This design comes from an exercise in tuning for small area, a short achievable clock period and few clock cycles per item on the open sky130 flow, not from production work.
No run shown here included a check of the RTL's function; only the layout flow was run.

==> flow/design.v (outline; a module is shown in full before it is edited, if it fits) <==
// module Milestone1_convert: 286 lines
// module yt_part: 55 lines
// module pix_sum: 337 lines
// module fir_sum: 146 lines
// module csa_fa: 4 lines
// module csa_ha: 4 lines
module Milestone1_convert (
	input  logic          Clock,
	input  logic          Resetn,
	input  logic          Enable,
	input  logic   [15:0] SRAM_read_data,
	input  logic          redo,
	output logic          SRAM_we_n,
	output logic   [17:0] SRAM_address,
	output logic   [15:0] SRAM_write_data,
	output logic          Finish
);
  // ...
==> flow/flow/run.sh <==
#!/bin/bash
# Standard ORFS layout (standard.sh) with these changes in how it is made:
#  - the port buffers are buf_4 cells instead of the buffer ORFS picks
#  - clock tree: larger sink clusters, no dummy loads
#  - timing repair aims at a setup margin below the design's clock period
# The SDC, clock period and I/O constraints are the standard flow's, unchanged.
set -euo pipefail
bash standard.sh SETUP_SLACK_MARGIN=10.15 \
  "BUFFER_PORTS_ARGS=-buffer_cell sky130_fd_sc_hd__buf_4" \
  "CTS_ARGS=-sink_clustering_enable -repair_clock_nets -sink_clustering_size 36 -sink_clustering_max_diameter 70 -dont_use_dummy_load" \
  finish > orfs_make.log 2>&1
==> flow/standard.sh <==
#!/bin/bash
# synth_recipe.tcl (not shown) runs the flow's synth.tcl, then flattens the netlist and writes it again
# the make line also repeats each setting of config.mk as NAME=value (left out here)
make -C /OpenROAD-flow-scripts/flow DESIGN_CONFIG=/design/flow/config.mk WORK_HOME=/design/flow/orfs CLKGATE_MAP_FILE= SYNTH_SCRIPT=/design/flow/synth_recipe.tcl "${@:-finish}"
==> flow/config.mk <==
export PLATFORM = sky130hd
export DESIGN_NAME = Milestone1_convert
export DESIGN_NICKNAME = Milestone1_convert
export VERILOG_FILES = /design/flow/design.v
export SDC_FILE = /design/flow/constraint.sdc
export NUM_CORES = 4
export LEC_CHECK = 0
export CAP_MARGIN = 20
export CORE_MARGIN = 2
export CORE_UTILIZATION = 40
export SLEW_MARGIN = 20
export SYNTH_HIERARCHICAL = 1
==> flow/constraint.sdc <==
create_clock -name core_clock -period 14.0 [get_ports {Clock}]
set_input_delay 2.8000 -clock core_clock [delete_from_list [all_inputs] [get_ports {Clock}]]
set_output_delay 2.8000 -clock core_clock [all_outputs]
set_load 0.01 [all_outputs]
==> results.cfg, run 1 <==
[status]
outcome = timing/DRC/antenna clean

[clocking]
clock-sinks = 437
ctsRootBufferMaster = clkbuf_16
postCtsHoldBufs = 0

[logic_synthesis]
yosysWarnings = 9
synth_most_common_cell = dfxtp_1
synth_commonest_cells = dfxtp_1, ha_1, fa_1
synth.distinct_cells = 94
ys_seq_area_share_pct = 40.9
synth-seq-cells = 437
synth_top_family_by_area = adder cells
synth_edf_count = 170
synth-simple-area-share_pct = 9.20
synth_fa_ha_area_share_pct = 27.2

[floorplanning]
initial_core_util_pct = 40.5
core.rowCount = 92
tap_cells = 846
core_area_um2 = 63200

[critical_path]
endpoint = Finish
path_depth = 1
r2r_slack_ns = 10.11

[placed_design]
dpl_cell_area_um2 = 26900
hpwl_um = 47000

[layout]
clock_buffers = 29
layout.cells.non_filler = 3086
final_area_um2 = 28200
multi_input_area_um2 = 14500
final_nets = 2693
ff_latch_area_um2 = 10500

[timing]
maxSlewHeadroom_pct = 33.2
whs_ns = 0.325
hold_viol_final = 0

[route]
wl_per_cell_um = 19.6
viasPerCell = 5.31
drt_iter0_drc = 1082
top_layer_used = met4
drc = 0

[hold_path]
hold_path_class = flip-flop to flip-flop

[grt]
grt_usage_pct = 18.3
grt_pass1_wl_um = 95600
==> run 2: changes to the inputs <==
--- a/flow/flow/run.sh
+++ b/flow/flow/run.sh
@@ -7,3 +7,3 @@
 set -euo pipefail
-bash standard.sh SETUP_SLACK_MARGIN=10.15 \
+bash standard.sh SETUP_SLACK_MARGIN=10.0 \
   "BUFFER_PORTS_ARGS=-buffer_cell sky130_fd_sc_hd__buf_4" \
--- a/flow/config.mk
+++ b/flow/config.mk
@@ -9,3 +9,3 @@
 export CORE_MARGIN = 2
-export CORE_UTILIZATION = 40
+export CORE_UTILIZATION = 60
 export SLEW_MARGIN = 20
==> run 2 against run 1 <==
Net effect: sequential share of layout area up 0.92 points; count of clock-buffer cells in the layout down 2; clock skew increased by 0.018 ns; register-to-register slack lost 0.04 ns; design area decreased by 2.9%; die area is 33% lower; area after synthesis unchanged; non-clock buffer count fell by 14; critical endpoint unchanged; highest routed layer unchanged.
==> results.cfg, run 2 <==
[status]
outcome = timing/DRC/antenna clean

[grt]
grt.busiest_layer = met2
grt_max_degree = 53
gr-usage-met2_pct = 41.3
first_global_vias = 16813
grt_use_met3_pct = 3.35
grt_usage_pct = 26.1
antenna_found_initial = 0
gr-total-overflow = 0
grt_pass1_wl_um = 90300
gr-usage-met1_pct = 38.6

[layout]
layout-drive-gt1-share_pct = 11.0
antenna_cells = 0
final_common_cell = dfxtp_1
final_nets = 2676
final_cell_mix = dfxtp_1, ha_1, fa_1, edfxtp_1, inv_1
nFillCells = 3267
reg_top3 = su x48, sv x48
area_growth_pct = 7.08

[route]
ant_nets = 0
routed-via-count = 16255
viasPerCell = 5.89
first_pass_iters = 5
wl_per_cell_um = 20.3
drc = 0
drt_iter0_drc = 989
wirelength_um = 56000

[logic_synthesis]
synth-seq-cells = 437
synth_area_um2 = 25600
synth_edf_count = 170
synth-main-ff-cell = dfxtp_1
yosysTopAreaCell = dfxtp_1
async_reset_ff_share_pct = 0.458
syn_area_per_cell_um2 = 11.7
synth_commonest_cells = dfxtp_1, ha_1, fa_1
yosys-top-cells-area = dfxtp_1, edfxtp_1, fa_1, ha_1, xnor2_1
syn_nets = 2635
synth_most_common_cell = dfxtp_1
ys_seq_area_share_pct = 40.9
synth.distinct_cells = 94
yosysWarnings = 9
syn_inst = 2183
yosys.area.top_type_share_pct = 20.7

[floorplanning]
io_pins = 56
die_w_um = 210
core.rowCount = 75
initial_core_util_pct = 60.8
die_area_um2 = 44300
core_area_um2 = 42000
chipHeight_um = 210

[timing]
min_period_ns = 3.95
rsz0062_at_grt = true
setup_tns_ns = 0
finalSetupViolCount = 0
fin_crit_sh_pct = 28.2
fin_skew_ns = 0.0910
hold_viol_final = 0
slew_viol_final = 0
worst_pin_slew_ns = 0.981
fmax_mhz = 253
maxSlewHeadroom_pct = 34.6

[critical_path]
path_depth = 1
crit_start = Finish
ff2ff_path_depth = 11
crit_family = flip-flops
path_cells = buf_4
critPathLaunchType = flip-flop
r2r-start = f_p1[6]
endpoint = Finish
crit_buf_inv = 1
r2r_slack_ns = 10.07
slowest_stage = dfrtp_1
required_ns = 11.20
worstReg2RegEnd = g_h[8]
arrival_ns = 1.15
worstSetupPathType = flip-flop to primary output
critPathMaxStageDelay_ns = 0.45
crit_path_end_kind = primary output
crit_fanout = 2

[placed_design]
portBuffers = 55
routabilityCongestion = 0.924
hpwl_um = 43700

[clocking]
ctsRootBufferMaster = clkbuf_16
h-tree-depth = 1
numCtsBuffers = 27
clk_pin_slew_ns = 0.11
clk-insertion-delay-late_ns = 0.61
clock-sinks = 437
cts.path.max_buffers = 3
tritoncts = done

[hold_path]
hold_path_class = flip-flop to flip-flop

[run]
maxCapViolCount = 0
-- run 2: cell families (layout without fill, tap and decap cells) --
kind of cell / Yosys count / count (layout) / share of synthesized area (%)
AOI/OAI and AO/OA: 417 / 417 / 10.8
xor gates and xnor gates: 144 / 144 / 4.93
adders and majority gates: 432 / 432 / 27.2
buffers and inverters: 209 / 248 / 3.17
DFF: 437 / 437 / 40.9
muxes: 88 / 88 / 3.81
and+or+nand+nor: 456 / 456 / 9.20
-- run 2: worst register-to-register path: cells and delay by family (launching register included) --
kind | cells | cell delay, ns
adders and majority gates | 7 | 2.77
DFF | 1 | 0.38
AOI/OAI and AO/OA | 3 | 0.53
xor gates and xnor gates | 1 | 0.09
-- run 2: per-layer routing --
metal	wire, um	vias to the layer above
met5	0	-
li1	-	7782
met2	25300	376
met3	2680	85
met4	1240	0
met1	26800	8012
-- run 2: what timing repair did --
action,CTS,global route
setup buffers,2,6
hold buffers,0,0
resized for setup,15,23
setup endpoints to repair,18,28
pin swaps,2,15
-- run 2: worst min-delay path by stage --
| stage | cells after the start | startpoint | slack (ns) | end |
|---|---|---|---|---|
| 6_report | 0 | tag_b[1] | 0.34 | tag_c[1] |
| 5_1_grt | 0 | tag_b[1] | 0.35 | tag_c[1] |
| 4_1_cts | 0 | tag_b[1] | 0.35 | tag_c[1] |
| 3_5_place_dp | 0 | tag_a[1] | 0.32 | tag_b[1] |
| 3_3_place_gp | 0 | tag_b[1] | 0.31 | tag_c[1] |
| 2_1_floorplan | 0 | tag_a[0] | 0.31 | tag_b[0] |
-- run 2: stage by stage --
| step | std cells | hold slack (ns) | area (um^2) | setup WS (ns) | utilization [%] |
|---|---|---|---|---|---|
| 2_1_floorplan | 2183 | 0.310 | 25600 | 10.05 | - |
| 3_3_place_gp | 2726 | 0.314 | 26500 | 9.83 | 63.0 |
| 3_5_place_dp | 2726 | 0.318 | 26500 | 9.62 | 63.0 |
| 4_1_cts | 2755 | 0.351 | 27200 | 9.99 | 64.8 |
| 5_1_grt | 2761 | 0.353 | 27400 | 9.89 | 65.1 |
| 6_report | 2761 | 0.345 | 27400 | 10.05 | 65.1 |
-- run 2: final cells by class --
cell class                 instances  area (um^2)  share of cell area (%)
multi-input combinational       1537        14400                    52.8
sequential                       437        10500                    38.3
clock buffer                      27          676                    2.47
tap                              539          674                    2.46
timing repair buffer              73          559                    2.04
inverter                         148          556                    2.03
-- run 2: modules after synthesis, one instance, submodules excluded --
module	times used	cell area, um^2	cells inside	flip-flops and latches
Milestone1_convert	1	17400	1468	437
pix_sum	1	2300	304	0
yt_part	1	810	105	0
fir_sum	1	469	53	0
csa_fa	196	20.0	1	0
csa_ha	57	12.5	1	0

what the ideal ports hide:
The results above use ideal ports. As a check the final layouts listed here were re-extracted and re-timed, cells and wires unchanged. Step 1 assumes that a clkbuf_16 drives the clock port and a buf_2 every other input. Step 2 times the ports against the registers' clock, not the clock port: input delays grow and output delays shrink by t, the midpoint of the rising clock arrivals with the driver on. a / b / c = ideal ports / drivers / drivers and shift; a / b = the first two.
run	shift t [ns]	slack for setup (ns)	worst data-port slew with drivers (ns)
run 1	0.637	10.092 / 10.034 / 10.107	0.07
run 2	0.621	10.047 / 9.991 / 10.073	0.04
After both steps every run listed still meets setup and hold.
